What follows belongs to an exercise in optimizing a design on an open flow for small area and a short achievable clock period; a production flow would make more cautious choices.
The RTL was checked by simulation tests, not by an equivalence proof against the original design.

[flow/design.v]
module nn #(parameter SIZE = 32) (
    input [SIZE-1:0] input_1,
    input [SIZE-1:0] input_2,
    input clk,
    input resetn,
    input enable,
    output [SIZE-1:0] final_output,
    output reg total_ovf,
    output reg total_zero,
    output [2:0] ovf_fsm_stage,
    output [2:0] zero_fsm_stage
);
    localparam [4:0] S_PRE = 5'd0, S_IN = 5'd1, S_OUT = 5'd2, S_POST = 5'd3,
                     S_IDLE = 5'd4, S_DEACT = 5'd8, S_LOAD = 5'd15;
    reg [4:0] st, nst;
    reg is_pre;          
    reg is_idle;         
    reg [28:0] fo_hi;    
    reg fo_2;            
    reg fo_lo;           
    assign final_output = {fo_hi, fo_2, fo_lo, fo_lo};
    reg [2:0] ostg_n, zstg_n;
    assign ovf_fsm_stage = ~ostg_n;
    assign zero_fsm_stage = ~zstg_n;
    reg [4:0] nst0, nst1;
    always @(*) begin
        case (st)
            S_DEACT: begin nst0 = S_DEACT; nst1 = fo_2 ? S_PRE : S_LOAD; end
            S_IDLE:  begin nst0 = S_DEACT; nst1 = S_PRE; end
            S_PRE:   begin nst0 = S_IN;    nst1 = S_IN; end
            S_IN:    begin nst0 = S_OUT;   nst1 = S_OUT; end
            S_OUT:   begin nst0 = S_POST;  nst1 = S_POST; end
            S_POST:  begin nst0 = S_IDLE;  nst1 = S_IDLE; end
            default: begin nst0 = st + 5'd1; nst1 = st + 5'd1; end
        endcase
    end
    always @(*) nst = enable ? nst1 : nst0;
    wire pre0 = (nst0 == S_PRE), pre1 = (nst1 == S_PRE);
    always @(posedge clk or negedge resetn)
        if (!resetn) begin
            st <= S_DEACT;
            is_pre <= 1'b0;
            is_idle <= 1'b0;
        end else begin
            st <= nst;
            is_pre <= enable ? pre1 : pre0;
            is_idle <= (st == S_POST);
        end
    reg signed [29:0] X;
    reg signed [30:0] Y;
    reg zxy;
    wire zin, zpre;
    nn_zdet ZD (.a(input_1[31:2]), .b(input_2[31:1]), .en(is_pre), .z(zin), .zen(zpre));
    always @(posedge clk) begin
        zxy <= zin;
        if (is_pre) begin
            X <= input_1[31:2];
            Y <= input_2[31:1];
        end
    end
    wire x3, y3, x4, y4, xq, yq;
    assign x3 = (~X[29] | (X[28] | (X[27] & (X[26] | (X[25] & (X[24] | (X[23] & (X[22] | (X[21] & (X[20] | (X[19] & (X[18] | (X[17] & (X[16] | (X[15] & (X[14] | (X[13] & (X[12] | (X[11] & (X[10] | (X[9] & (X[8] | (X[7] & (X[6] | (X[5] & (X[4] | (X[3] & (X[2] & (X[1] | (X[0] | 1'b1))))))))))))))))))))))))))))))
        & (X[29] | (~X[28] | (~X[27] & (~X[26] | (~X[25] & (~X[24] | (~X[23] & (~X[22] | (~X[21] & (~X[20] | (~X[19] & (~X[18] | (~X[17] & (~X[16] | (~X[15] & (~X[14] | (~X[13] & (~X[12] | (~X[11] & (~X[10] | (~X[9] & (~X[8] | (~X[7] & (~X[6] | (~X[5] & (~X[4] | (~X[3] & (~X[2] | (~X[1] & (~X[0] | 1'b1))))))))))))))))))))))))))))));
    assign y3 = (~Y[30] | (Y[29] & (Y[28] | (Y[27] | (Y[26] & (Y[25] & (Y[24] | (Y[23] | (Y[22] & (Y[21] & (Y[20] | (Y[19] | (Y[18] & (Y[17] & (Y[16] | (Y[15] | (Y[14] & (Y[13] & (Y[12] | (Y[11] | (Y[10] & (Y[9] & (Y[8] | (Y[7] | (Y[6] & (Y[5] & (Y[4] | (Y[3] | (Y[2] & (Y[1] & (Y[0] & 1'b1)))))))))))))))))))))))))))))))
        & (Y[30] | (~Y[29] & (~Y[28] | (~Y[27] | (~Y[26] & (~Y[25] & (~Y[24] | (~Y[23] | (~Y[22] & (~Y[21] & (~Y[20] | (~Y[19] | (~Y[18] & (~Y[17] & (~Y[16] | (~Y[15] | (~Y[14] & (~Y[13] & (~Y[12] | (~Y[11] | (~Y[10] & (~Y[9] & (~Y[8] | (~Y[7] | (~Y[6] & (~Y[5] & (~Y[4] | (~Y[3] | (~Y[2] & (~Y[1] & (~Y[0] | 1'b1)))))))))))))))))))))))))))))));
    assign x4 = (~X[29] | (X[28] & (X[27] & (X[26] & (X[25] | (X[24] & (X[23] | (X[22] & (X[21] | (X[20] & (X[19] | (X[18] & (X[17] | (X[16] & (X[15] | (X[14] & (X[13] | (X[12] & (X[11] | (X[10] & (X[9] | (X[8] & (X[7] | (X[6] & (X[5] | (X[4] & (X[3] | (X[2] & (X[1] & (X[0] | 1'b1))))))))))))))))))))))))))))))
        & (X[29] | (~X[28] & (~X[27] & (~X[26] & (~X[25] | (~X[24] & (~X[23] | (~X[22] & (~X[21] | (~X[20] & (~X[19] | (~X[18] & (~X[17] | (~X[16] & (~X[15] | (~X[14] & (~X[13] | (~X[12] & (~X[11] | (~X[10] & (~X[9] | (~X[8] & (~X[7] | (~X[6] & (~X[5] | (~X[4] & (~X[3] | (~X[2] & (~X[1] | (~X[0] | 1'b1))))))))))))))))))))))))))))));
    assign y4 = (~Y[30] | (Y[29] & (Y[28] & (Y[27] & (Y[26] & (Y[25] | (Y[24] & (Y[23] | (Y[22] & (Y[21] & (Y[20] & (Y[19] | (Y[18] | (Y[17] | (Y[16] | (Y[15] & (Y[14] | (Y[13] & (Y[12] | (Y[11] | (Y[10] | (Y[9] & (Y[8] & (Y[7] & (Y[6] & (Y[5] | (Y[4] & (Y[3] & (Y[2] | (Y[1] | (Y[0] | 1'b1)))))))))))))))))))))))))))))))
        & (Y[30] | (~Y[29] & (~Y[28] & (~Y[27] & (~Y[26] & (~Y[25] | (~Y[24] & (~Y[23] | (~Y[22] & (~Y[21] & (~Y[20] & (~Y[19] | (~Y[18] | (~Y[17] | (~Y[16] | (~Y[15] & (~Y[14] | (~Y[13] & (~Y[12] | (~Y[11] | (~Y[10] | (~Y[9] & (~Y[8] & (~Y[7] & (~Y[6] & (~Y[5] | (~Y[4] & (~Y[3] | (~Y[2] & (~Y[1] & (~Y[0] | 1'b1)))))))))))))))))))))))))))))));
    assign xq = (~X[29] | (X[28] & (X[27] & (X[26] & (X[25] | (X[24] | (X[23] | (X[22] & (X[21] & (X[20] & (X[19] | (X[18] | (X[17] | (X[16] & (X[15] & (X[14] & (X[13] | (X[12] | (X[11] | (X[10] & (X[9] & (X[8] & (X[7] | (X[6] | (X[5] | (X[4] & (X[3] & (X[2] & (X[1] & (X[0] | 1'b1))))))))))))))))))))))))))))))
        & (X[29] | (~X[28] & (~X[27] & (~X[26] & (~X[25] | (~X[24] | (~X[23] | (~X[22] & (~X[21] & (~X[20] & (~X[19] | (~X[18] | (~X[17] | (~X[16] & (~X[15] & (~X[14] & (~X[13] | (~X[12] | (~X[11] | (~X[10] & (~X[9] & (~X[8] & (~X[7] | (~X[6] | (~X[5] | (~X[4] & (~X[3] & (~X[2] | (~X[1] & (~X[0] & 1'b1))))))))))))))))))))))))))))));
    assign yq = (~Y[30] | (Y[29] & (Y[28] & (Y[27] & (Y[26] | (Y[25] | (Y[24] & (Y[23] & (Y[22] | (Y[21] | (Y[20] & (Y[19] & (Y[18] | (Y[17] | (Y[16] & (Y[15] & (Y[14] | (Y[13] | (Y[12] & (Y[11] & (Y[10] | (Y[9] | (Y[8] & (Y[7] & (Y[6] | (Y[5] | (Y[4] & (Y[3] & (Y[2] | (Y[1] & (Y[0] & 1'b1)))))))))))))))))))))))))))))))
        & (Y[30] | (~Y[29] & (~Y[28] & (~Y[27] & (~Y[26] | (~Y[25] | (~Y[24] & (~Y[23] & (~Y[22] | (~Y[21] | (~Y[20] & (~Y[19] & (~Y[18] | (~Y[17] | (~Y[16] & (~Y[15] & (~Y[14] | (~Y[13] | (~Y[12] & (~Y[11] & (~Y[10] | (~Y[9] | (~Y[8] & (~Y[7] & (~Y[6] | (~Y[5] | (~Y[4] & (~Y[3] & (~Y[2] | (~Y[1] | (~Y[0] | 1'b1)))))))))))))))))))))))))))))));
    wire [26:0] xs = X[26:0];
    wire [27:0] yv = Y[27:0];
    wire [31:0] ssum;             
    wire [31:29] vsum;
    wire ok32 = (ssum[31:30] == 2'b00) || (ssum[31:30] == 2'b11);   
    wire ok30 = (ssum[31:28] == 4'h0) || (ssum[31:28] == 4'hf);     
    wire v_ok = (vsum[31:29] == 3'b000) || (vsum[31:29] == 3'b111);
    reg qovf, qzero, ok32r, ok30r, n3;
    wire ovf3 = ~(x3 & y3);
    wire quirk = ostg_n[2];    
    wire ovf4 = quirk ? qovf : ~(x4 & y4 & ok32r);
    wire zero4 = quirk & qzero;         
    wire ovf5 = total_ovf | ~ok30r;
    always @(posedge clk) begin
        ok32r <= ok32;
        ok30r <= ok30;
    end
    always @(posedge clk or negedge resetn) begin
        if (!resetn) begin
            total_ovf <= 1'b0;
            ostg_n <= 3'd0;
        end else begin
            case (st)
                S_DEACT: if (enable) begin
                    total_ovf <= 1'b0; ostg_n <= 3'd0;
                end
                S_IN:   if (ovf3) begin total_ovf <= 1'b1; ostg_n <= ~3'd3; end
                S_OUT:  if (ovf4) begin total_ovf <= 1'b1; ostg_n <= ~3'd4; end
                S_POST: if (ovf5) begin total_ovf <= 1'b1; ostg_n <= ~3'd5; end
                default: ;
            endcase
        end
    end
    reg tz_o;
    reg [2:0] zs_o;
    always @(*) begin
        tz_o = total_zero;
        zs_o = zstg_n;
        case (st)
            S_DEACT: if (enable) begin tz_o = 1'b0; zs_o = 3'd0; end
            S_IN:    if (!ovf3 && zxy) begin tz_o = 1'b1; zs_o = ~3'd3; end
            S_OUT:   if (!ovf4 && zero4) begin tz_o = 1'b1; zs_o = ~3'd4; end
            default: ;
        endcase
    end
    always @(posedge clk or negedge resetn) begin
        if (!resetn) begin
            total_zero <= 1'b0;
            zstg_n <= 3'd0;
        end else begin
            total_zero <= zpre | tz_o;
            zstg_n <= zpre ? ~3'd2 : zs_o;
        end
    end
    always @(posedge clk or negedge resetn) begin
        if (!resetn) begin
            fo_hi <= 29'd0;
            fo_2 <= 1'b0;
            fo_lo <= 1'b0;
        end else if (st == S_POST) begin
            fo_2 <= 1'b1;
            fo_hi <= ovf5 ? {29{1'b1}} : ssum[28:0];
            fo_lo <= ovf5;
        end
    end
    always @(posedge clk)
        if (st == S_IN) n3 <= ~ovf3;
    always @(posedge clk or negedge resetn) begin
        if (!resetn) begin
            qovf <= 1'b0;
            qzero <= 1'b1;
        end else if (is_idle && n3) begin
            qovf <= ~(xq & yq & v_ok);
            qzero <= 1'b0;
        end
    end
  wire wS_1;
  wire wS_2;
  assign wS_1 = xs[0] ^ xs[1];
  assign wS_2 = xs[0] | xs[1];
  wire wS_3;
  wire wS_4;
  wS_fa uwS_3 (xs[1], xs[2], yv[1], wS_3, wS_4);
  wire wS_5;
  wire wS_6;
  assign wS_5 = xs[2] ^ xs[3];
  assign wS_6 = xs[2] | xs[3];
  wire wS_7;
  wire wS_8;
  wS_ha uwS_7 (yv[2], yv[3], wS_7, wS_8);
  wire wS_9;
  wire wS_10;
  assign wS_9 = xs[3] ^ xs[4];
  assign wS_10 = xs[3] | xs[4];
  wire wS_11;
  wire wS_12;
  wS_fa uwS_11 (yv[3], yv[4], yv[7], wS_11, wS_12);
  wire wS_13;
  wire wS_14;
  assign wS_13 = xs[4] ^ xs[5];
  assign wS_14 = xs[4] | xs[5];
  wire wS_15;
  wire wS_16;
  wS_fa uwS_15 (yv[4], yv[5], yv[8], wS_15, wS_16);
  wire wS_17;
  wire wS_18;
  assign wS_17 = xs[5] ^ xs[6];
  assign wS_18 = xs[5] | xs[6];
  wire wS_19;
  wire wS_20;
  wS_fa uwS_19 (yv[5], yv[6], yv[9], wS_19, wS_20);
  wire wS_21;
  wire wS_22;
  assign wS_21 = xs[6] ^ xs[7];
  assign wS_22 = xs[6] | xs[7];
  wire wS_23;
  wire wS_24;
  wS_fa uwS_23 (yv[6], yv[7], yv[10], wS_23, wS_24);
  wire wS_25;
  wire wS_26;
  assign wS_25 = xs[7] ^ xs[8];
  assign wS_26 = xs[7] | xs[8];
  wire wS_27;
  wire wS_28;
  wS_fa uwS_27 (yv[7], yv[8], yv[11], wS_27, wS_28);
  wire wS_29;
  wire wS_30;
  assign wS_29 = xs[8] ^ xs[9];
  assign wS_30 = xs[8] | xs[9];
  wire wS_31;
  wire wS_32;
  wS_fa uwS_31 (yv[8], yv[9], yv[12], wS_31, wS_32);
  wire wS_33;
  wire wS_34;
  assign wS_33 = xs[9] ^ xs[10];
  assign wS_34 = xs[9] | xs[10];
  wire wS_35;
  wire wS_36;
  wS_fa uwS_35 (yv[9], yv[10], yv[13], wS_35, wS_36);
  wire wS_37;
  wire wS_38;
  assign wS_37 = xs[10] ^ xs[11];
  assign wS_38 = xs[10] | xs[11];
  wire wS_39;
  wire wS_40;
  wS_fa uwS_39 (yv[10], yv[11], yv[14], wS_39, wS_40);
  wire wS_41;
  wire wS_42;
  assign wS_41 = xs[11] ^ xs[12];
  assign wS_42 = xs[11] | xs[12];
  wire wS_43;
  wire wS_44;
  wS_fa uwS_43 (yv[11], yv[12], yv[15], wS_43, wS_44);
  wire wS_45;
  wire wS_46;
  assign wS_45 = xs[12] ^ xs[13];
  assign wS_46 = xs[12] | xs[13];
  wire wS_47;
  wire wS_48;
  wS_fa uwS_47 (yv[12], yv[13], yv[16], wS_47, wS_48);
  wire wS_49;
  wire wS_50;
  assign wS_49 = xs[13] ^ xs[14];
  assign wS_50 = xs[13] | xs[14];
  wire wS_51;
  wire wS_52;
  wS_fa uwS_51 (yv[13], yv[14], yv[17], wS_51, wS_52);
  wire wS_53;
  wire wS_54;
  assign wS_53 = xs[14] ^ xs[15];
  assign wS_54 = xs[14] | xs[15];
  wire wS_55;
  wire wS_56;
  wS_fa uwS_55 (yv[14], yv[15], yv[18], wS_55, wS_56);
  wire wS_57;
  wire wS_58;
  assign wS_57 = xs[15] ^ xs[16];
  assign wS_58 = xs[15] | xs[16];
  wire wS_59;
  wire wS_60;
  wS_fa uwS_59 (yv[15], yv[16], yv[19], wS_59, wS_60);
  wire wS_61;
  wire wS_62;
  assign wS_61 = xs[16] ^ xs[17];
  assign wS_62 = xs[16] | xs[17];
  wire wS_63;
  wire wS_64;
  wS_fa uwS_63 (yv[16], yv[17], yv[20], wS_63, wS_64);
  wire wS_65;
  wire wS_66;
  assign wS_65 = xs[17] ^ xs[18];
  assign wS_66 = xs[17] | xs[18];
  wire wS_67;
  wire wS_68;
  wS_fa uwS_67 (yv[17], yv[18], yv[21], wS_67, wS_68);
  wire wS_69;
  wire wS_70;
  assign wS_69 = xs[18] ^ xs[19];
  assign wS_70 = xs[18] | xs[19];
  wire wS_71;
  wire wS_72;
  wS_fa uwS_71 (yv[18], yv[19], yv[22], wS_71, wS_72);
  wire wS_73;
  wire wS_74;
  assign wS_73 = xs[19] ^ xs[20];
  assign wS_74 = xs[19] | xs[20];
  wire wS_75;
  wire wS_76;
  wS_fa uwS_75 (yv[19], yv[20], yv[23], wS_75, wS_76);
  wire wS_77;
  wire wS_78;
  assign wS_77 = xs[20] ^ xs[21];
  assign wS_78 = xs[20] | xs[21];
  wire wS_79;
  wire wS_80;
  wS_fa uwS_79 (yv[20], yv[21], yv[24], wS_79, wS_80);
  wire wS_81;
  wire wS_82;
  assign wS_81 = xs[21] ^ xs[22];
  assign wS_82 = xs[21] | xs[22];
  wire wS_83;
  wire wS_84;
  wS_fa uwS_83 (yv[21], yv[22], yv[25], wS_83, wS_84);
  wire wS_85;
  wire wS_86;
  assign wS_85 = xs[22] ^ xs[23];
  assign wS_86 = xs[22] | xs[23];
  wire wS_87;
  wire wS_88;
  wS_fa uwS_87 (yv[22], yv[23], yv[26], wS_87, wS_88);
  wire wS_89;
  wire wS_90;
  wS_fa uwS_89 (xs[23], xs[24], yv[23], wS_89, wS_90);
  wire wS_91;
  wire wS_92;
  assign wS_91 = yv[24] ^ yv[27];
  assign wS_92 = yv[24] & ~yv[27];
  wire wS_93;
  wire wS_94;
  assign wS_93 = xs[24] ^ xs[25];
  assign wS_94 = xs[24] | xs[25];
  wire wS_95;
  wire wS_96;
  wS_ha uwS_95 (yv[24], yv[25], wS_95, wS_96);
  wire wS_97;
  wire wS_98;
  wS_fa uwS_97 (xs[25], yv[25], yv[26], wS_97, wS_98);
  wire wS_99;
  wire wS_100;
  assign wS_99 = yv[26] ^ xs[26];
  assign wS_100 = yv[26] | ~xs[26];
  wire wS_101;
  wire wS_102;
  assign wS_101 = xs[0] ^ yv[0];
  assign wS_102 = xs[0] | yv[0];
  wire wS_103;
  wire wS_104;
  wS_fa uwS_103 (yv[0], yv[1], yv[4], wS_103, wS_104);
  wire wS_105;
  wire wS_106;
  wS_fa uwS_105 (yv[2], yv[5], wS_3, wS_105, wS_106);
  wire wS_107;
  wire wS_108;
  wS_fa uwS_107 (yv[6], wS_7, wS_4, wS_107, wS_108);
  wire wS_109;
  wire wS_110;
  wS_fa uwS_109 (wS_11, wS_6, wS_8, wS_109, wS_110);
  wire wS_111;
  wire wS_112;
  wS_fa uwS_111 (wS_15, wS_10, wS_12, wS_111, wS_112);
  wire wS_113;
  wire wS_114;
  wS_fa uwS_113 (wS_19, wS_14, wS_16, wS_113, wS_114);
  wire wS_115;
  wire wS_116;
  wS_fa uwS_115 (wS_23, wS_18, wS_20, wS_115, wS_116);
  wire wS_117;
  wire wS_118;
  wS_fa uwS_117 (wS_27, wS_22, wS_24, wS_117, wS_118);
  wire wS_119;
  wire wS_120;
  wS_fa uwS_119 (wS_31, wS_26, wS_28, wS_119, wS_120);
  wire wS_121;
  wire wS_122;
  wS_fa uwS_121 (wS_35, wS_30, wS_32, wS_121, wS_122);
  wire wS_123;
  wire wS_124;
  wS_fa uwS_123 (wS_39, wS_34, wS_36, wS_123, wS_124);
  wire wS_125;
  wire wS_126;
  wS_fa uwS_125 (wS_43, wS_38, wS_40, wS_125, wS_126);
  wire wS_127;
  wire wS_128;
  wS_fa uwS_127 (wS_47, wS_42, wS_44, wS_127, wS_128);
  wire wS_129;
  wire wS_130;
  wS_fa uwS_129 (wS_51, wS_46, wS_48, wS_129, wS_130);
  wire wS_131;
  wire wS_132;
  wS_fa uwS_131 (wS_55, wS_50, wS_52, wS_131, wS_132);
  wire wS_133;
  wire wS_134;
  wS_fa uwS_133 (wS_59, wS_54, wS_56, wS_133, wS_134);
  wire wS_135;
  wire wS_136;
  wS_fa uwS_135 (wS_63, wS_58, wS_60, wS_135, wS_136);
  wire wS_137;
  wire wS_138;
  wS_fa uwS_137 (wS_67, wS_62, wS_64, wS_137, wS_138);
  wire wS_139;
  wire wS_140;
  wS_fa uwS_139 (wS_71, wS_66, wS_68, wS_139, wS_140);
  wire wS_141;
  wire wS_142;
  wS_fa uwS_141 (wS_75, wS_70, wS_72, wS_141, wS_142);
  wire wS_143;
  wire wS_144;
  wS_fa uwS_143 (wS_79, wS_74, wS_76, wS_143, wS_144);
  wire wS_145;
  wire wS_146;
  wS_fa uwS_145 (wS_83, wS_78, wS_80, wS_145, wS_146);
  wire wS_147;
  wire wS_148;
  wS_fa uwS_147 (wS_87, wS_82, wS_84, wS_147, wS_148);
  wire wS_149;
  wire wS_150;
  wS_fa uwS_149 (wS_89, wS_86, wS_88, wS_149, wS_150);
  wire wS_151;
  wire wS_152;
  wS_fa uwS_151 (wS_95, wS_90, wS_92, wS_151, wS_152);
  wire wS_153;
  wire wS_154;
  wS_fa uwS_153 (wS_97, wS_94, wS_96, wS_153, wS_154);
  wire wS_155;
  wire wS_156;
  wS_ha uwS_155 (wS_99, wS_98, wS_155, wS_156);
  wire wS_157;
  wire wS_158;
  assign wS_157 = wS_100 ^ yv[27];
  assign wS_158 = wS_100 | ~yv[27];
  wire wS_159;
  wire wS_160;
  wS_ha uwS_159 (wS_103, wS_102, wS_159, wS_160);
  wire wS_161;
  wire wS_162;
  wS_fa uwS_161 (wS_2, wS_105, wS_104, wS_161, wS_162);
  wire wS_163;
  wire wS_164;
  wS_fa uwS_163 (wS_107, wS_106, ~wS_5, wS_163, wS_164);
  wire wS_165;
  wire wS_166;
  wS_fa uwS_165 (wS_109, wS_108, ~wS_9, wS_165, wS_166);
  wire wS_167;
  wire wS_168;
  wS_fa uwS_167 (wS_111, wS_110, ~wS_13, wS_167, wS_168);
  wire wS_169;
  wire wS_170;
  wS_fa uwS_169 (wS_113, wS_112, ~wS_17, wS_169, wS_170);
  wire wS_171;
  wire wS_172;
  wS_fa uwS_171 (wS_115, wS_114, ~wS_21, wS_171, wS_172);
  wire wS_173;
  wire wS_174;
  wS_fa uwS_173 (wS_117, wS_116, ~wS_25, wS_173, wS_174);
  wire wS_175;
  wire wS_176;
  wS_fa uwS_175 (wS_119, wS_118, ~wS_29, wS_175, wS_176);
  wire wS_177;
  wire wS_178;
  wS_fa uwS_177 (wS_121, wS_120, ~wS_33, wS_177, wS_178);
  wire wS_179;
  wire wS_180;
  wS_fa uwS_179 (wS_123, wS_122, ~wS_37, wS_179, wS_180);
  wire wS_181;
  wire wS_182;
  wS_fa uwS_181 (wS_125, wS_124, ~wS_41, wS_181, wS_182);
  wire wS_183;
  wire wS_184;
  wS_fa uwS_183 (wS_127, wS_126, ~wS_45, wS_183, wS_184);
  wire wS_185;
  wire wS_186;
  wS_fa uwS_185 (wS_129, wS_128, ~wS_49, wS_185, wS_186);
  wire wS_187;
  wire wS_188;
  wS_fa uwS_187 (wS_131, wS_130, ~wS_53, wS_187, wS_188);
  wire wS_189;
  wire wS_190;
  wS_fa uwS_189 (wS_133, wS_132, ~wS_57, wS_189, wS_190);
  wire wS_191;
  wire wS_192;
  wS_fa uwS_191 (wS_135, wS_134, ~wS_61, wS_191, wS_192);
  wire wS_193;
  wire wS_194;
  wS_fa uwS_193 (wS_137, wS_136, ~wS_65, wS_193, wS_194);
  wire wS_195;
  wire wS_196;
  wS_fa uwS_195 (wS_139, wS_138, ~wS_69, wS_195, wS_196);
  wire wS_197;
  wire wS_198;
  wS_fa uwS_197 (wS_141, wS_140, ~wS_73, wS_197, wS_198);
  wire wS_199;
  wire wS_200;
  wS_fa uwS_199 (wS_143, wS_142, ~wS_77, wS_199, wS_200);
  wire wS_201;
  wire wS_202;
  wS_fa uwS_201 (wS_145, wS_144, ~wS_81, wS_201, wS_202);
  wire wS_203;
  wire wS_204;
  wS_fa uwS_203 (wS_147, wS_146, ~wS_85, wS_203, wS_204);
  wire wS_205;
  wire wS_206;
  wS_fa uwS_205 (wS_149, wS_148, ~wS_91, wS_205, wS_206);
  wire wS_207;
  wire wS_208;
  wS_fa uwS_207 (wS_151, wS_150, ~wS_93, wS_207, wS_208);
  wire wS_209;
  wire wS_210;
  wS_fa uwS_209 (wS_153, wS_152, ~xs[26], wS_209, wS_210);
  wire wS_211;
  wire wS_212;
  wS_fa uwS_211 (wS_155, wS_154, ~yv[27], wS_211, wS_212);
  wire wS_213;
  wire wS_214;
  wS_ha uwS_213 (wS_157, wS_156, wS_213, wS_214);
  wire [31:0] wS_a = {wS_213, wS_211, wS_209, wS_207, wS_205, wS_203, wS_201, wS_199, wS_197, wS_195, wS_193, wS_191, wS_189, wS_187, wS_185, wS_183, wS_181, wS_179, wS_177, wS_175, wS_173, wS_171, wS_169, wS_167, wS_165, wS_163, wS_161, ~wS_1, yv[3], yv[2], yv[1], yv[0]};
  wire [31:0] wS_b = {wS_212, wS_210, wS_208, wS_206, wS_204, wS_202, wS_200, wS_198, wS_196, wS_194, wS_192, wS_190, wS_188, wS_186, wS_184, wS_182, wS_180, wS_178, wS_176, wS_174, wS_172, wS_170, wS_168, wS_166, wS_164, wS_162, wS_160, wS_159, ~wS_101, 1'b1, 1'b1, 1'b0};
  wire [31:0] wS_p0 = wS_a ^ wS_b;
  wire [31:0] wS_g0 = wS_a & wS_b;
  wire wS_G0_1 = wS_g0[1] | (wS_p0[1] & wS_g0[0]);
  wire wS_P0_1 = wS_p0[1] & wS_p0[0];
  wire wS_G0_3 = wS_g0[3] | (wS_p0[3] & wS_g0[2]);
  wire wS_P0_3 = wS_p0[3] & wS_p0[2];
  wire wS_G0_5 = wS_g0[5] | (wS_p0[5] & wS_g0[4]);
  wire wS_P0_5 = wS_p0[5] & wS_p0[4];
  wire wS_G0_7 = wS_g0[7] | (wS_p0[7] & wS_g0[6]);
  wire wS_P0_7 = wS_p0[7] & wS_p0[6];
  wire wS_G0_9 = wS_g0[9] | (wS_p0[9] & wS_g0[8]);
  wire wS_P0_9 = wS_p0[9] & wS_p0[8];
  wire wS_G0_11 = wS_g0[11] | (wS_p0[11] & wS_g0[10]);
  wire wS_P0_11 = wS_p0[11] & wS_p0[10];
  wire wS_G0_13 = wS_g0[13] | (wS_p0[13] & wS_g0[12]);
  wire wS_P0_13 = wS_p0[13] & wS_p0[12];
  wire wS_G0_15 = wS_g0[15] | (wS_p0[15] & wS_g0[14]);
  wire wS_P0_15 = wS_p0[15] & wS_p0[14];
  wire wS_G0_17 = wS_g0[17] | (wS_p0[17] & wS_g0[16]);
  wire wS_P0_17 = wS_p0[17] & wS_p0[16];
  wire wS_G0_19 = wS_g0[19] | (wS_p0[19] & wS_g0[18]);
  wire wS_P0_19 = wS_p0[19] & wS_p0[18];
  wire wS_G0_21 = wS_g0[21] | (wS_p0[21] & wS_g0[20]);
  wire wS_P0_21 = wS_p0[21] & wS_p0[20];
  wire wS_G0_23 = wS_g0[23] | (wS_p0[23] & wS_g0[22]);
  wire wS_P0_23 = wS_p0[23] & wS_p0[22];
  wire wS_G0_25 = wS_g0[25] | (wS_p0[25] & wS_g0[24]);
  wire wS_P0_25 = wS_p0[25] & wS_p0[24];
  wire wS_G0_27 = wS_g0[27] | (wS_p0[27] & wS_g0[26]);
  wire wS_P0_27 = wS_p0[27] & wS_p0[26];
  wire wS_G0_29 = wS_g0[29] | (wS_p0[29] & wS_g0[28]);
  wire wS_P0_29 = wS_p0[29] & wS_p0[28];
  wire wS_G0_31 = wS_g0[31] | (wS_p0[31] & wS_g0[30]);
  wire wS_P0_31 = wS_p0[31] & wS_p0[30];
  wire wS_G1_3 = wS_G0_3 | (wS_P0_3 & wS_G0_1);
  wire wS_P1_3 = wS_P0_3 & wS_P0_1;
  wire wS_G1_7 = wS_G0_7 | (wS_P0_7 & wS_G0_5);
  wire wS_P1_7 = wS_P0_7 & wS_P0_5;
  wire wS_G1_11 = wS_G0_11 | (wS_P0_11 & wS_G0_9);
  wire wS_P1_11 = wS_P0_11 & wS_P0_9;
  wire wS_G1_15 = wS_G0_15 | (wS_P0_15 & wS_G0_13);
  wire wS_P1_15 = wS_P0_15 & wS_P0_13;
  wire wS_G1_19 = wS_G0_19 | (wS_P0_19 & wS_G0_17);
  wire wS_P1_19 = wS_P0_19 & wS_P0_17;
  wire wS_G1_23 = wS_G0_23 | (wS_P0_23 & wS_G0_21);
  wire wS_P1_23 = wS_P0_23 & wS_P0_21;
  wire wS_G1_27 = wS_G0_27 | (wS_P0_27 & wS_G0_25);
  wire wS_P1_27 = wS_P0_27 & wS_P0_25;
  wire wS_G1_31 = wS_G0_31 | (wS_P0_31 & wS_G0_29);
  wire wS_P1_31 = wS_P0_31 & wS_P0_29;
  wire wS_G2_7 = wS_G1_7 | (wS_P1_7 & wS_G1_3);
  wire wS_P2_7 = wS_P1_7 & wS_P1_3;
  wire wS_G2_15 = wS_G1_15 | (wS_P1_15 & wS_G1_11);
  wire wS_P2_15 = wS_P1_15 & wS_P1_11;
  wire wS_G2_23 = wS_G1_23 | (wS_P1_23 & wS_G1_19);
  wire wS_P2_23 = wS_P1_23 & wS_P1_19;
  wire wS_G2_31 = wS_G1_31 | (wS_P1_31 & wS_G1_27);
  wire wS_P2_31 = wS_P1_31 & wS_P1_27;
  wire wS_G3_15 = wS_G2_15 | (wS_P2_15 & wS_G2_7);
  wire wS_P3_15 = wS_P2_15 & wS_P2_7;
  wire wS_G3_31 = wS_G2_31 | (wS_P2_31 & wS_G2_23);
  wire wS_P3_31 = wS_P2_31 & wS_P2_23;
  wire wS_G4_31 = wS_G3_31 | (wS_P3_31 & wS_G3_15);
  wire wS_P4_31 = wS_P3_31 & wS_P3_15;
  wire wS_G5_23 = wS_G2_23 | (wS_P2_23 & wS_G3_15);
  wire wS_P5_23 = wS_P2_23 & wS_P3_15;
  wire wS_G6_11 = wS_G1_11 | (wS_P1_11 & wS_G2_7);
  wire wS_P6_11 = wS_P1_11 & wS_P2_7;
  wire wS_G6_19 = wS_G1_19 | (wS_P1_19 & wS_G3_15);
  wire wS_P6_19 = wS_P1_19 & wS_P3_15;
  wire wS_G6_27 = wS_G1_27 | (wS_P1_27 & wS_G5_23);
  wire wS_P6_27 = wS_P1_27 & wS_P5_23;
  wire wS_G7_5 = wS_G0_5 | (wS_P0_5 & wS_G1_3);
  wire wS_P7_5 = wS_P0_5 & wS_P1_3;
  wire wS_G7_9 = wS_G0_9 | (wS_P0_9 & wS_G2_7);
  wire wS_P7_9 = wS_P0_9 & wS_P2_7;
  wire wS_G7_13 = wS_G0_13 | (wS_P0_13 & wS_G6_11);
  wire wS_P7_13 = wS_P0_13 & wS_P6_11;
  wire wS_G7_17 = wS_G0_17 | (wS_P0_17 & wS_G3_15);
  wire wS_P7_17 = wS_P0_17 & wS_P3_15;
  wire wS_G7_21 = wS_G0_21 | (wS_P0_21 & wS_G6_19);
  wire wS_P7_21 = wS_P0_21 & wS_P6_19;
  wire wS_G7_25 = wS_G0_25 | (wS_P0_25 & wS_G5_23);
  wire wS_P7_25 = wS_P0_25 & wS_P5_23;
  wire wS_G7_29 = wS_G0_29 | (wS_P0_29 & wS_G6_27);
  wire wS_P7_29 = wS_P0_29 & wS_P6_27;
  wire wS_G8_2 = wS_g0[2] | (wS_p0[2] & wS_G0_1);
  wire wS_P8_2 = wS_p0[2] & wS_P0_1;
  wire wS_G8_4 = wS_g0[4] | (wS_p0[4] & wS_G1_3);
  wire wS_P8_4 = wS_p0[4] & wS_P1_3;
  wire wS_G8_6 = wS_g0[6] | (wS_p0[6] & wS_G7_5);
  wire wS_P8_6 = wS_p0[6] & wS_P7_5;
  wire wS_G8_8 = wS_g0[8] | (wS_p0[8] & wS_G2_7);
  wire wS_P8_8 = wS_p0[8] & wS_P2_7;
  wire wS_G8_10 = wS_g0[10] | (wS_p0[10] & wS_G7_9);
  wire wS_P8_10 = wS_p0[10] & wS_P7_9;
  wire wS_G8_12 = wS_g0[12] | (wS_p0[12] & wS_G6_11);
  wire wS_P8_12 = wS_p0[12] & wS_P6_11;
  wire wS_G8_14 = wS_g0[14] | (wS_p0[14] & wS_G7_13);
  wire wS_P8_14 = wS_p0[14] & wS_P7_13;
  wire wS_G8_16 = wS_g0[16] | (wS_p0[16] & wS_G3_15);
  wire wS_P8_16 = wS_p0[16] & wS_P3_15;
  wire wS_G8_18 = wS_g0[18] | (wS_p0[18] & wS_G7_17);
  wire wS_P8_18 = wS_p0[18] & wS_P7_17;
  wire wS_G8_20 = wS_g0[20] | (wS_p0[20] & wS_G6_19);
  wire wS_P8_20 = wS_p0[20] & wS_P6_19;
  wire wS_G8_22 = wS_g0[22] | (wS_p0[22] & wS_G7_21);
  wire wS_P8_22 = wS_p0[22] & wS_P7_21;
  wire wS_G8_24 = wS_g0[24] | (wS_p0[24] & wS_G5_23);
  wire wS_P8_24 = wS_p0[24] & wS_P5_23;
  wire wS_G8_26 = wS_g0[26] | (wS_p0[26] & wS_G7_25);
  wire wS_P8_26 = wS_p0[26] & wS_P7_25;
  wire wS_G8_28 = wS_g0[28] | (wS_p0[28] & wS_G6_27);
  wire wS_P8_28 = wS_p0[28] & wS_P6_27;
  wire wS_G8_30 = wS_g0[30] | (wS_p0[30] & wS_G7_29);
  wire wS_P8_30 = wS_p0[30] & wS_P7_29;
  wire [31:0] wsum_t;
  assign wsum_t[0] = wS_p0[0];
  assign wsum_t[1] = wS_p0[1] ^ wS_g0[0];
  assign wsum_t[2] = wS_p0[2] ^ wS_G0_1;
  assign wsum_t[3] = wS_p0[3] ^ wS_G8_2;
  assign wsum_t[4] = wS_p0[4] ^ wS_G1_3;
  assign wsum_t[5] = wS_p0[5] ^ wS_G8_4;
  assign wsum_t[6] = wS_p0[6] ^ wS_G7_5;
  assign wsum_t[7] = wS_p0[7] ^ wS_G8_6;
  assign wsum_t[8] = wS_p0[8] ^ wS_G2_7;
  assign wsum_t[9] = wS_p0[9] ^ wS_G8_8;
  assign wsum_t[10] = wS_p0[10] ^ wS_G7_9;
  assign wsum_t[11] = wS_p0[11] ^ wS_G8_10;
  assign wsum_t[12] = wS_p0[12] ^ wS_G6_11;
  assign wsum_t[13] = wS_p0[13] ^ wS_G8_12;
  assign wsum_t[14] = wS_p0[14] ^ wS_G7_13;
  assign wsum_t[15] = wS_p0[15] ^ wS_G8_14;
  assign wsum_t[16] = wS_p0[16] ^ wS_G3_15;
  assign wsum_t[17] = wS_p0[17] ^ wS_G8_16;
  assign wsum_t[18] = wS_p0[18] ^ wS_G7_17;
  assign wsum_t[19] = wS_p0[19] ^ wS_G8_18;
  assign wsum_t[20] = wS_p0[20] ^ wS_G6_19;
  assign wsum_t[21] = wS_p0[21] ^ wS_G8_20;
  assign wsum_t[22] = wS_p0[22] ^ wS_G7_21;
  assign wsum_t[23] = wS_p0[23] ^ wS_G8_22;
  assign wsum_t[24] = wS_p0[24] ^ wS_G5_23;
  assign wsum_t[25] = wS_p0[25] ^ wS_G8_24;
  assign wsum_t[26] = wS_p0[26] ^ wS_G7_25;
  assign wsum_t[27] = wS_p0[27] ^ wS_G8_26;
  assign wsum_t[28] = wS_p0[28] ^ wS_G6_27;
  assign wsum_t[29] = wS_p0[29] ^ wS_G8_28;
  assign wsum_t[30] = wS_p0[30] ^ wS_G7_29;
  assign wsum_t[31] = wS_p0[31] ^ wS_G8_30;
    assign ssum = wsum_t;
  wire vS_1;
  wire vS_2;
  assign vS_1 = xs[23] ^ xs[26];
  assign vS_2 = xs[23] | ~xs[26];
  wire vS_3;
  wire vS_4;
  vS_ha uvS_3 (xs[0], xs[3], vS_3, vS_4);
  wire vS_5;
  wire vS_6;
  vS_fa uvS_5 (xs[1], xs[4], ~yv[2], vS_5, vS_6);
  wire vS_7;
  wire vS_8;
  vS_fa uvS_7 (xs[2], xs[5], ~yv[3], vS_7, vS_8);
  wire vS_9;
  wire vS_10;
  vS_fa uvS_9 (xs[3], xs[6], ~yv[4], vS_9, vS_10);
  wire vS_11;
  wire vS_12;
  vS_fa uvS_11 (xs[4], xs[7], ~yv[5], vS_11, vS_12);
  wire vS_13;
  wire vS_14;
  vS_fa uvS_13 (xs[5], xs[8], ~yv[6], vS_13, vS_14);
  wire vS_15;
  wire vS_16;
  vS_fa uvS_15 (xs[6], xs[9], ~yv[7], vS_15, vS_16);
  wire vS_17;
  wire vS_18;
  vS_fa uvS_17 (xs[7], xs[10], ~yv[8], vS_17, vS_18);
  wire vS_19;
  wire vS_20;
  vS_fa uvS_19 (xs[8], xs[11], ~yv[9], vS_19, vS_20);
  wire vS_21;
  wire vS_22;
  vS_fa uvS_21 (xs[9], xs[12], ~yv[10], vS_21, vS_22);
  wire vS_23;
  wire vS_24;
  vS_fa uvS_23 (xs[10], xs[13], ~yv[11], vS_23, vS_24);
  wire vS_25;
  wire vS_26;
  vS_fa uvS_25 (xs[11], xs[14], ~yv[12], vS_25, vS_26);
  wire vS_27;
  wire vS_28;
  vS_fa uvS_27 (xs[12], xs[15], ~yv[13], vS_27, vS_28);
  wire vS_29;
  wire vS_30;
  vS_fa uvS_29 (xs[13], xs[16], ~yv[14], vS_29, vS_30);
  wire vS_31;
  wire vS_32;
  vS_fa uvS_31 (xs[14], xs[17], ~yv[15], vS_31, vS_32);
  wire vS_33;
  wire vS_34;
  vS_fa uvS_33 (xs[15], xs[18], ~yv[16], vS_33, vS_34);
  wire vS_35;
  wire vS_36;
  vS_fa uvS_35 (xs[16], xs[19], ~yv[17], vS_35, vS_36);
  wire vS_37;
  wire vS_38;
  vS_fa uvS_37 (xs[17], xs[20], ~yv[18], vS_37, vS_38);
  wire vS_39;
  wire vS_40;
  vS_fa uvS_39 (xs[18], xs[21], ~yv[19], vS_39, vS_40);
  wire vS_41;
  wire vS_42;
  vS_fa uvS_41 (xs[19], xs[22], ~yv[20], vS_41, vS_42);
  wire vS_43;
  wire vS_44;
  vS_fa uvS_43 (xs[20], xs[23], ~yv[21], vS_43, vS_44);
  wire vS_45;
  wire vS_46;
  vS_fa uvS_45 (xs[21], xs[24], ~yv[22], vS_45, vS_46);
  wire vS_47;
  wire vS_48;
  vS_fa uvS_47 (xs[22], xs[25], ~yv[23], vS_47, vS_48);
  wire vS_49;
  wire vS_50;
  assign vS_49 = vS_1 ^ yv[24];
  assign vS_50 = vS_1 & ~yv[24];
  wire vS_51;
  wire vS_52;
  vS_fa uvS_51 (xs[24], yv[27], vS_2, vS_51, vS_52);
  wire vS_53;
  wire vS_54;
  assign vS_53 = xs[25] ^ yv[26];
  assign vS_54 = xs[25] | ~yv[26];
  wire vS_55;
  wire vS_56;
  assign vS_55 = yv[27] ^ xs[26];
  assign vS_56 = yv[27] | ~xs[26];
  wire vS_57;
  wire vS_58;
  assign vS_57 = xs[0] ^ yv[0];
  assign vS_58 = xs[0] | ~yv[0];
  wire vS_59;
  wire vS_60;
  assign vS_59 = xs[1] ^ yv[1];
  assign vS_60 = xs[1] | ~yv[1];
  wire vS_61;
  wire vS_62;
  vS_fa uvS_61 (~xs[2], yv[0], yv[2], vS_61, vS_62);
  wire vS_63;
  wire vS_64;
  vS_fa uvS_63 (~vS_3, yv[1], yv[3], vS_63, vS_64);
  wire vS_65;
  wire vS_66;
  vS_fa uvS_65 (vS_5, vS_4, ~yv[4], vS_65, vS_66);
  wire vS_67;
  wire vS_68;
  vS_fa uvS_67 (vS_7, vS_6, ~yv[5], vS_67, vS_68);
  wire vS_69;
  wire vS_70;
  vS_fa uvS_69 (vS_9, vS_8, ~yv[6], vS_69, vS_70);
  wire vS_71;
  wire vS_72;
  vS_fa uvS_71 (vS_11, vS_10, ~yv[7], vS_71, vS_72);
  wire vS_73;
  wire vS_74;
  vS_fa uvS_73 (vS_13, vS_12, ~yv[8], vS_73, vS_74);
  wire vS_75;
  wire vS_76;
  vS_fa uvS_75 (vS_15, vS_14, ~yv[9], vS_75, vS_76);
  wire vS_77;
  wire vS_78;
  vS_fa uvS_77 (vS_17, vS_16, ~yv[10], vS_77, vS_78);
  wire vS_79;
  wire vS_80;
  vS_fa uvS_79 (vS_19, vS_18, ~yv[11], vS_79, vS_80);
  wire vS_81;
  wire vS_82;
  vS_fa uvS_81 (vS_21, vS_20, ~yv[12], vS_81, vS_82);
  wire vS_83;
  wire vS_84;
  vS_fa uvS_83 (vS_23, vS_22, ~yv[13], vS_83, vS_84);
  wire vS_85;
  wire vS_86;
  vS_fa uvS_85 (vS_25, vS_24, ~yv[14], vS_85, vS_86);
  wire vS_87;
  wire vS_88;
  vS_fa uvS_87 (vS_27, vS_26, ~yv[15], vS_87, vS_88);
  wire vS_89;
  wire vS_90;
  vS_fa uvS_89 (vS_29, vS_28, ~yv[16], vS_89, vS_90);
  wire vS_91;
  wire vS_92;
  vS_fa uvS_91 (vS_31, vS_30, ~yv[17], vS_91, vS_92);
  wire vS_93;
  wire vS_94;
  vS_fa uvS_93 (vS_33, vS_32, ~yv[18], vS_93, vS_94);
  wire vS_95;
  wire vS_96;
  vS_fa uvS_95 (vS_35, vS_34, ~yv[19], vS_95, vS_96);
  wire vS_97;
  wire vS_98;
  vS_fa uvS_97 (vS_37, vS_36, ~yv[20], vS_97, vS_98);
  wire vS_99;
  wire vS_100;
  vS_fa uvS_99 (vS_39, vS_38, ~yv[21], vS_99, vS_100);
  wire vS_101;
  wire vS_102;
  vS_fa uvS_101 (vS_41, vS_40, ~yv[22], vS_101, vS_102);
  wire vS_103;
  wire vS_104;
  vS_fa uvS_103 (vS_43, vS_42, ~yv[23], vS_103, vS_104);
  wire vS_105;
  wire vS_106;
  vS_fa uvS_105 (vS_45, vS_44, ~yv[24], vS_105, vS_106);
  wire vS_107;
  wire vS_108;
  vS_fa uvS_107 (vS_47, vS_46, ~yv[25], vS_107, vS_108);
  wire vS_109;
  wire vS_110;
  vS_fa uvS_109 (~vS_48, yv[26], vS_49, vS_109, vS_110);
  wire vS_111;
  wire vS_112;
  vS_fa uvS_111 (vS_51, vS_50, ~yv[25], vS_111, vS_112);
  wire vS_113;
  wire vS_114;
  vS_ha uvS_113 (vS_53, vS_52, vS_113, vS_114);
  wire vS_115;
  wire vS_116;
  vS_ha uvS_115 (vS_55, vS_54, vS_115, vS_116);
  wire vS_c1 = (vS_57 & 1'b0) | (vS_57 & 1'b0) | (1'b0 & 1'b0);
  wire vS_c2 = (vS_59 & vS_58) | (vS_59 & vS_c1) | (vS_58 & vS_c1);
  wire vS_c3 = (~vS_61 & vS_60) | (~vS_61 & vS_c2) | (vS_60 & vS_c2);
  wire vS_c4 = (~vS_63 & ~vS_62) | (~vS_63 & vS_c3) | (~vS_62 & vS_c3);
  wire vS_c5 = (vS_65 & ~vS_64) | (vS_65 & vS_c4) | (~vS_64 & vS_c4);
  wire vS_c6 = (vS_67 & vS_66) | (vS_67 & vS_c5) | (vS_66 & vS_c5);
  wire vS_c7 = (vS_69 & vS_68) | (vS_69 & vS_c6) | (vS_68 & vS_c6);
  wire vS_c8 = (vS_71 & vS_70) | (vS_71 & vS_c7) | (vS_70 & vS_c7);
  reg vS_cr8;
  always @(posedge clk) vS_cr8 <= vS_c8;
  wire vS_c9 = (vS_73 & vS_72) | (vS_73 & vS_cr8) | (vS_72 & vS_cr8);
  wire vS_c10 = (vS_75 & vS_74) | (vS_75 & vS_c9) | (vS_74 & vS_c9);
  wire vS_c11 = (vS_77 & vS_76) | (vS_77 & vS_c10) | (vS_76 & vS_c10);
  wire vS_c12 = (vS_79 & vS_78) | (vS_79 & vS_c11) | (vS_78 & vS_c11);
  wire vS_c13 = (vS_81 & vS_80) | (vS_81 & vS_c12) | (vS_80 & vS_c12);
  wire vS_c14 = (vS_83 & vS_82) | (vS_83 & vS_c13) | (vS_82 & vS_c13);
  wire vS_c15 = (vS_85 & vS_84) | (vS_85 & vS_c14) | (vS_84 & vS_c14);
  wire vS_c16 = (vS_87 & vS_86) | (vS_87 & vS_c15) | (vS_86 & vS_c15);
  reg vS_cr16;
  always @(posedge clk) vS_cr16 <= vS_c16;
  wire vS_c17 = (vS_89 & vS_88) | (vS_89 & vS_cr16) | (vS_88 & vS_cr16);
  wire vS_c18 = (vS_91 & vS_90) | (vS_91 & vS_c17) | (vS_90 & vS_c17);
  wire vS_c19 = (vS_93 & vS_92) | (vS_93 & vS_c18) | (vS_92 & vS_c18);
  wire vS_c20 = (vS_95 & vS_94) | (vS_95 & vS_c19) | (vS_94 & vS_c19);
  wire vS_c21 = (vS_97 & vS_96) | (vS_97 & vS_c20) | (vS_96 & vS_c20);
  wire vS_c22 = (vS_99 & vS_98) | (vS_99 & vS_c21) | (vS_98 & vS_c21);
  wire vS_c23 = (vS_101 & vS_100) | (vS_101 & vS_c22) | (vS_100 & vS_c22);
  wire vS_c24 = (vS_103 & vS_102) | (vS_103 & vS_c23) | (vS_102 & vS_c23);
  reg vS_cr24;
  always @(posedge clk) vS_cr24 <= vS_c24;
  wire vS_c25 = (vS_105 & vS_104) | (vS_105 & vS_cr24) | (vS_104 & vS_cr24);
  wire vS_c26 = (vS_107 & vS_106) | (vS_107 & vS_c25) | (vS_106 & vS_c25);
  wire vS_c27 = (~vS_109 & vS_108) | (~vS_109 & vS_c26) | (vS_108 & vS_c26);
  wire vS_c28 = (vS_111 & ~vS_110) | (vS_111 & vS_c27) | (~vS_110 & vS_c27);
  wire vS_c29 = (vS_113 & vS_112) | (vS_113 & vS_c28) | (vS_112 & vS_c28);
  wire vS_s29 = vS_115 ^ vS_114 ^ vS_c29;
  wire vS_c30 = (vS_115 & vS_114) | (vS_115 & vS_c29) | (vS_114 & vS_c29);
  wire vS_s30 = vS_56 ^ vS_116 ^ vS_c30;
  wire vS_c31 = (vS_56 & vS_116) | (vS_56 & vS_c30) | (vS_116 & vS_c30);
  wire vS_s31 = 1'b1 ^ 1'b0 ^ vS_c31;
    assign vsum = {vS_s31, vS_s30, vS_s29};
endmodule
module nn_zdet(input [29:0] a, input [30:0] b, input en, output z, output zen);
  assign z = ~|a | ~|b;
  assign zen = en & z;
endmodule
module wS_fa(input a, input b, input c, output s, output co);
  assign s = a ^ b ^ c;
  assign co = (a & b) | (a & c) | (b & c);
endmodule
module wS_ha(input a, input b, output s, output co);
  assign s = a ^ b;
  assign co = a & b;
endmodule
module vS_fa(input a, input b, input c, output s, output co);
  assign s = a ^ b ^ c;
  assign co = (a & b) | (a & c) | (b & c);
endmodule
module vS_ha(input a, input b, output s, output co);
  assign s = a ^ b;
  assign co = a & b;
endmodule
[flow/flow/run.sh]
#!/bin/bash
# Standard ORFS layout (the standard.sh), with changes to how it is made only:
#  - port buffers: buf_1 on inputs, buf_2 on outputs (flow/ports.tcl) instead of
#    the resizer's default pick (a slow delay buffer);
#  - timing repair aims at a setup margin below the clock period, so paths are
#    repaired toward the period the design can reach rather than only to 21 ns.
# Synthesis is the standard one, unchanged. Each tool's log stays under orfs/logs;
# make's own output goes to make_*.log here.
set -euo pipefail
here=$(pwd)
bash standard.sh synth > make_synth.log 2>&1
export DONT_BUFFER_PORTS=1
export PRE_GLOBAL_PLACE_TCL=$here/flow/ports.tcl
export SETUP_SLACK_MARGIN=15.75
bash standard.sh > make_layout.log 2>&1
[flow/flow/ports.tcl]
# Port buffers (sourced before global placement, in place of ORFS's own
# buffer_ports call): every input and output port still gets a buffer.
buffer_ports -inputs -buffer_cell sky130_fd_sc_hd__buf_1
buffer_ports -outputs -buffer_cell sky130_fd_sc_hd__buf_2
[flow/standard.sh]
#!/bin/bash
# synth_recipe.tcl (not shown) runs the flow's synth.tcl, then flattens the netlist and writes it again
# the make line also repeats each setting of config.mk as NAME=value (left out here)
make -C /OpenROAD-flow-scripts/flow DESIGN_CONFIG=/design/flow/config.mk WORK_HOME=/design/flow/orfs CLKGATE_MAP_FILE= SYNTH_SCRIPT=/design/flow/synth_recipe.tcl "${@:-finish}"
[flow/config.mk]
export PLATFORM = sky130hd
export DESIGN_NAME = nn
export DESIGN_NICKNAME = nn
export VERILOG_FILES = /design/flow/design.v
export SDC_FILE = /design/flow/constraint.sdc
export NUM_CORES = 4
export LEC_CHECK = 0
export CAP_MARGIN = 20
export CORE_MARGIN = 2
export CORE_UTILIZATION = 60
export CTS_BUF_LIST = sky130_fd_sc_hd__clkbuf_8
export CTS_CLUSTER_DIAMETER = 100
export CTS_CLUSTER_SIZE = 40
export SLEW_MARGIN = 20
export SYNTH_HIERARCHICAL = 1
[flow/constraint.sdc]
create_clock -name core_clock -period 21.0 [get_ports {clk}]
set_input_delay 4.2000 -clock core_clock [delete_from_list [all_inputs] [get_ports {clk}]]
set_output_delay 4.2000 -clock core_clock [all_outputs]
set_load 0.01 [all_outputs]
==> results_dict.tcl, run 1 <==
set metrics [dict create \
    fin_crit_ns 5.19 \
    async_flop_share_pct 41.4 \
    cp-start-kind "primary input" \
    overflow 0 \
    yosys_warnings 7 \
    cts_tree "done" \
    synth.largest_area_cell "fa_1" \
    synth_area_leaders "fa_1 28%, edfxtp_1 19%, dfrtp_1 12%" \
    crit_required_ns 21.35 \
    antenna_cells 0 \
    period_share_pct 24.7 \
    clk_pin_slew_ns 0.08 \
    cp.depth 6 \
    track_usage_pct 28.1 \
    dp_hpwl_mm 18.1 \
    synth_flop_cell "edfxtp_1" \
    first_pass_iters 6 \
    syn_inst 867 \
    antenna_left 0 \
    setup_viol 0 \
    drv_cap 0 \
    critical-path-top-delay-family "simple AND/OR/NAND/NOR gates" \
    core_mm2 0.0164 \
    cp_slowest_cell "nor4_1" \
    io_pins 107 \
    ys_ff_latch 116 \
    relSlewSlack_pct 44.2 \
    holdPathStages 1 \
    synthesis.nets 1149 \
    dr_total_vias 6849 \
    status "finished clean" \
    dieHeight_um 133 \
    syn_avg_cell_area_um2 11.5 \
    grt_pass1_vias 7415 \
    slew_viol_final 0 \
    synth.top_cell.area_share_pct 28.2 \
    layout-drive-gt1-share_pct 13.1 \
    clock-root-buffer "clkbuf_8" \
    dieArea_mm2 0.0176 \
    yosysSeqAreaShare_pct 32.1 \
    drt_iter0_markers 576 \
    route.detailed.drc 0 \
    path_max_fanout 5 \
    cts_max_level 4 \
    cp_slowest_stage_delay_ns 0.37 \
    synth_edf_count 62 \
    end_kind "flop" \
    dieWidth_um 133 \
    fin_setup_tns_ns 0 \
    wire_per_inst_um 20.6 \
    synthToLayoutAreaGrowth_pct 10.9 \
    syn-cell-area_mm2 0.00994 \
    rows 47 \
    final_hold_viol_count 0 \
    worstMarginPinSlew_ns 0.831 \
    clk_path_buf_depth 2 \
    reg2reg_depth 19 \
    cts_made_buffers 17 \
    grt_pass1_wl_mm 38.3 \
    antenna_found_initial 0 \
    crit_chain "nor4_1, nand4_1, o22ai_4, and2_2, nor2_1, a22oi_1" \
    insertion_delay_ns 0.46 \
    fin_skew_ns 0.0281 \
    io_buffers 103 \
    grt_setup_unrepaired "yes" \
    grt_max_degree 63 \
    final_core_util_pct 67.1 \
    synth_cell_type_count 66 \
    routed_wl_mm 23.5 \
    via_per_inst 6.00 \
    fmax_mhz 193 \
    path_buf_inv 0 \
    crit_type "primary input to flop" \
    fillers 1224 \
    hold_class "flop to flop" \
    start_util_pct 60.6 \
    cp.arrival_ns 5.54 \
    nets 1190 \
    clock-sinks 116 \
    gp_congestion 0.902 \
]
==> cell usage in the layout (no fill, tap or decap), types with 17 or more instances in the layout <==
| cell type | instances |
|---|---|
| a21oi_1 | 49 |
| buf_4 | 31 |
| clkbuf_8 | 17 |
| dfrtp_1 | 45 |
| edfxtp_1 | 62 |
| fa_1 | 133 |
| ha_1 | 68 |
| inv_1 | 138 |
| nand2_1 | 23 |
| nand3_1 | 19 |
| nor2_1 | 53 |
| nor3_1 | 19 |
==> path summary, 6_finish.rpt <==
check / end / slack (ns) / from
setup / recovery: zstg_n[0] / 15.81 / input_1[2]
hold / removal: qzero / 0.50 / qzero
setup reg to reg: ok30r / 15.84 / Y[8]
hold reg to reg: qzero / 0.50 / qzero
max in group asynchronous: st[3] / 17.37 / resetn
min in group asynchronous: fo_hi[6] / 3.42 / resetn
==> per-layer routing <==
metal | routed length (µm) | global-route usage [%]
met1 | 10900 | 40.9
met5 | 0 | 1.39
met3 | 1790 | 7.24
met2 | 10400 | 42.7
met4 | 389 | 7.29
==> synthesized netlist by cell type, drive strengths merged (13+ instances only) <==
cell    count
a21oi      52
dfrtp      46
edfxtp     62
fa        140
ha         75
inv       142
maj3       17
nand2      24
nand3      19
nand4      13
nor2       53
nor3       19
nor4       21
o21ai      19
o22a       13
xnor2      17
==> area by class of cell <==
type / instances / area (µm²) / area share [%]
Multi-Input combinational cell: 597 / 6370 / 57.8
Sequential cell: 116 / 3190 / 28.9
Inverter: 143 / 537 / 4.87
Tap cell: 220 / 275 / 2.50
Timing Repair Buffer: 33 / 255 / 2.32
Clock buffer: 17 / 234 / 2.12
Clock inverter: 15 / 155 / 1.41
==> stage by stage <==
stage | worst slack, ns | area (µm²) | std cells | hold WS [ns]
2_1_floorplan | 15.75 | 9960 | 867 | 0.473
3_3_place_gp | 14.88 | 10200 | 1077 | 0.483
3_5_place_dp | 14.82 | 10200 | 1077 | 0.491
4_1_cts | 15.75 | 10800 | 1131 | 0.500
5_1_grt | 15.57 | 11000 | 1141 | 0.511
6_report | 15.81 | 11000 | 1141 | 0.497
==> registers in the layout, indices dropped and copies added, names as in the netlist, 3 cells and up <==
register and cells:
zstg_n 3, Y 31, st 5, ostg_n 3, fo_hi 29, X 30
==> Yosys stat by module (local to each module, per instance) <==
module / flops+latches / copies in the design
vS_fa: 0 / 49
nn_zdet: 0 / 1
vS_ha: 0 / 3
wS_ha: 0 / 5
nn: 116 / 1
wS_fa: 0 / 75
==> timing repair <==
item / CTS / global route
endpoints found under the hold margin: 0 / 0
hold buffers: 0 / 0
setup buffers: 22 / 10
resized for setup: 12 / 22
endpoints found under the setup margin: 7 / 4
pin swaps: 6 / 32
==> cells by family after synthesis <==
family / synth area share (%)
fa+ha+maj: 39.5
compound gates: 11.5
flops: 32.1
mux: 0.302
xor+xnor: 1.76
simple gates: 8.88
buf+inv: 5.93
==> run 2: changes to the inputs <==
--- a/flow/flow/run.sh
+++ b/flow/flow/run.sh
@@ -12,4 +12,6 @@
 export DONT_BUFFER_PORTS=1
 export PRE_GLOBAL_PLACE_TCL=$here/flow/ports.tcl
 export SETUP_SLACK_MARGIN=15.75
+# Clock tree without dummy balancing loads.
+export CTS_ARGS="-sink_clustering_enable -repair_clock_nets -sink_clustering_size 40 -sink_clustering_max_diameter 100 -buf_list sky130_fd_sc_hd__clkbuf_8 -root_buf sky130_fd_sc_hd__clkbuf_8 -dont_use_dummy_load"
 bash standard.sh > make_layout.log 2>&1
==> results_dict.tcl, run 2 <==
set metrics [dict create \
    status "finished clean" \
    synthToLayoutAreaGrowth_pct 9.62 \
    route.detailed.drc 0 \
    hold_start "qzero" \
    reg2reg_depth 20 \
    drt-met1-wl_mm 10.8 \
    cp-start-kind "flop" \
    synth_cell_type_count 66 \
    registers.top_by_ff_count "Y" \
    cp_slowest_cell "fa_2" \
    start_util_pct 60.6 \
    final_cell_mix "139 x inv_1, 133 x fa_1, 68 x ha_1" \
    clk_pin_slew_ns 0.07 \
    routed_wl_mm 23.8 \
    yosysMostFrequentCell "fa_1" \
    wl_met3_mm 1.92 \
    crit_required_ns 21.30 \
    synth_area_leaders "fa_1 28%, edfxtp_1 19%, dfrtp_1 12%" \
    gp_congestion 0.902 \
    clk_path_buf_depth 2 \
    nets 1191 \
    holdPathStages 1 \
    met2_length_mm 10.6 \
    cts_made_buffers 17 \
    wire_per_inst_um 21.1 \
    drt_iter0_markers 592 \
    fin_skew_ns 0.0343 \
    antenna_left 0 \
    clock-root-buffer "clkbuf_8" \
    path_buf_inv 2 \
    ys_ff_latch 116 \
    synthesis.nets 1149 \
    hold-worst-slack_ns 0.496 \
    fmax_mhz 193 \
    slew_viol_final 0 \
    synth.largest_area_cell "fa_1" \
    ys_top_cells_by_count "140 x fa_1, 139 x inv_1, 75 x ha_1" \
    grt_max_degree 63 \
    insertion_delay_ns 0.44 \
    reg2reg_slack_ns 15.82 \
    relSlewSlack_pct 43.8 \
    timing.rr.end "ok30r" \
    setup_viol 0 \
    hold_buffers 0 \
    final_hold_viol_count 0 \
    place_area_mm2 0.0102 \
    cp_slowest_stage_delay_ns 0.58 \
    critical-path-top-delay-family "adder cells" \
    grt_pass1_vias 7410 \
    period_share_pct 24.7 \
    io_buffers 103 \
    fin_setup_tns_ns 0 \
    first_pass_iters 5 \
    yosys_warnings 7 \
    hold_class "flop to flop" \
    worstMarginPinSlew_ns 0.838 \
    instances_no_fill 1127 \
    dieWidth_um 133 \
    fin_crit_ns 5.18 \
    path_max_fanout 4 \
    yosysSeqAreaShare_pct 32.1 \
    synth_flop_cell "edfxtp_1" \
    dr_total_vias 6859 \
    overflow 0 \
    rows 47 \
    reg_top3 "Y: 31 flops, X: 30 flops, fo_hi: 29 flops" \
    antenna_found_initial 0 \
    dieHeight_um 133 \
    hold_end "qzero" \
    final_common_cell "inv_1" \
    cts_max_level 4 \
    drv_cap 0 \
    dp.cells 1077 \
    post-route-cell-area_mm2 0.0109 \
    place_ws_ns 14.82 \
    grt_setup_unrepaired "yes" \
    setup_ws_ns 15.82 \
    dp_hpwl_mm 18.1 \
    final_core_util_pct 66.4 \
    layout-drive-gt1-share_pct 12.0 \
    crit_type "flop to flop" \
    syn_avg_cell_area_um2 11.5 \
    grt_pass1_wl_mm 38.3 \
    via_per_inst 6.09 \
    antenna_cells 0 \
    largest_register_ffs 31 \
    cp.arrival_ns 5.48 \
    async_flop_share_pct 41.4 \
    clock-sinks 116 \
    dieArea_mm2 0.0176 \
    syn-cell-area_mm2 0.00994 \
    synth_edf_count 62 \
    core_mm2 0.0164 \
    syn_inst 867 \
    synth.top_cell.area_share_pct 28.2 \
    crit_chain "buf_6, fa_1, fa_1, fa_2, ha_4, a21o_1, a221oi_2, o21bai_1, a21oi_2, a31oi_4, a221o_1, a41oi_2, a211o_1, fa_2, xnor2_2, xor2_1, inv_1, ha_1, nand3_1, o21ai_1" \
    cts_tree "done" \
    track_usage_pct 28.1 \
    end_kind "flop" \
    top_layer_used "met4" \
    io_pins 107 \
    timing.rr.start "Y[9]" \
]
## run 2: cell counts after synthesis
Identical to the previous run, type by type.
## run 2: final cells by class
| class | count | area (µm²) |
|---|---|---|
| inverter | 143 | 537 |
| sequential | 116 | 3190 |
| clock buffer | 17 | 234 |
| timing repair buffer | 34 | 270 |
| tap | 220 | 275 |
| multi-input combinational | 597 | 6390 |
| fill | 1245 | 5520 |
## run 2: Yosys stat by module, one instance, submodules excluded
| module | cell area (µm²) | flops+latches | cells | copies in the design |
|---|---|---|---|---|
| nn_zdet | 146 | 0 | 22 | 1 |
| vS_ha | 12.5 | 0 | 1 | 3 |
| wS_fa | 20.0 | 0 | 1 | 75 |
| wS_ha | 12.5 | 0 | 1 | 5 |
| nn | 7210 | 116 | 713 | 1 |
| vS_fa | 20.0 | 0 | 1 | 49 |
## run 2: cell families after synthesis
group           after synthesis  share of synthesized area [%]
fa+ha+maj                   232                           39.5
flops                       116                           32.1
xor+xnor                     20                           1.76
buf+inv                     154                           5.93
compound gates              165                           11.5
mux                           3                          0.302
simple gates                177                           8.88
## run 2: what timing repair did
| action | 4_1_cts | 5_1_grt |
|---|---|---|
| resized for setup | 13 | 24 |
| hold endpoints to repair | 0 | 0 |
| pin swaps | 6 | 38 |
| setup endpoints to repair | 7 | 3 |
| setup buffers | 24 | 9 |
## run 2: worst max-delay path by stage
stage               slack (ns)   startpoint        end  depth (start not counted)
floorplan                15.75  input_2[15]  zstg_n[0]                          6
global placement         14.88   input_1[3]  zstg_n[0]                          6
detailed placement       14.82   input_1[3]  zstg_n[0]                          6
CTS                      15.74         Y[9]      ok30r                         20
global route             15.62        Y[12]      ok30r                         20
finish                   15.82         Y[9]      ok30r                         20
## run 2: metal layers
layer	GRT usage, %	up-vias
met5	0	-
li1	-	3093
met2	42.4	300
met3	7.13	40
met1	40.8	3426
met4	8.42	0
## run 2: worst register-to-register path, stage by stage (launching register included)
cell,delay [ns]
edfxtp_1,0.52
buf_6,0.18
fa_1,0.52
fa_1,0.48
fa_2,0.58
ha_4,0.22
a21o_1,0.17
a221oi_2,0.27
o21bai_1,0.13
a21oi_2,0.20
a31oi_4,0.12
a221o_1,0.36
a41oi_2,0.21
a211o_1,0.18
fa_2,0.22
xnor2_2,0.12
xor2_1,0.20
inv_1,0.06
ha_1,0.17
nand3_1,0.07
o21ai_1,0.07

-- static timing again, ports no longer ideal --
Ports are ideal in the flow. The routed layouts listed here were re-timed in OpenROAD.
Step 1, drivers: a clkbuf_16 drives clk and a buf_2 each remaining input, both assumed.
Step 2 times the ports against the registers' clock, not the clock port: input delays grow and output delays shrink by t, the midpoint of the rising clock arrivals with the driver on.
Slacks: no drivers / after step 1 / after step 2; pairs: no drivers / after step 1.
run	shift t [ns]	setup slack, ns	cell pins on the clock port's net
run 1	0.482	15.815 / 15.807 / 15.325	1
run 2	0.465	15.821 / 15.789 / 15.384	1
After both steps setup and hold are still met in every run listed. For run 1, which loses most, drivers alone change the setup slack by -0.008 ns; drivers and shift together by -0.490 ns.
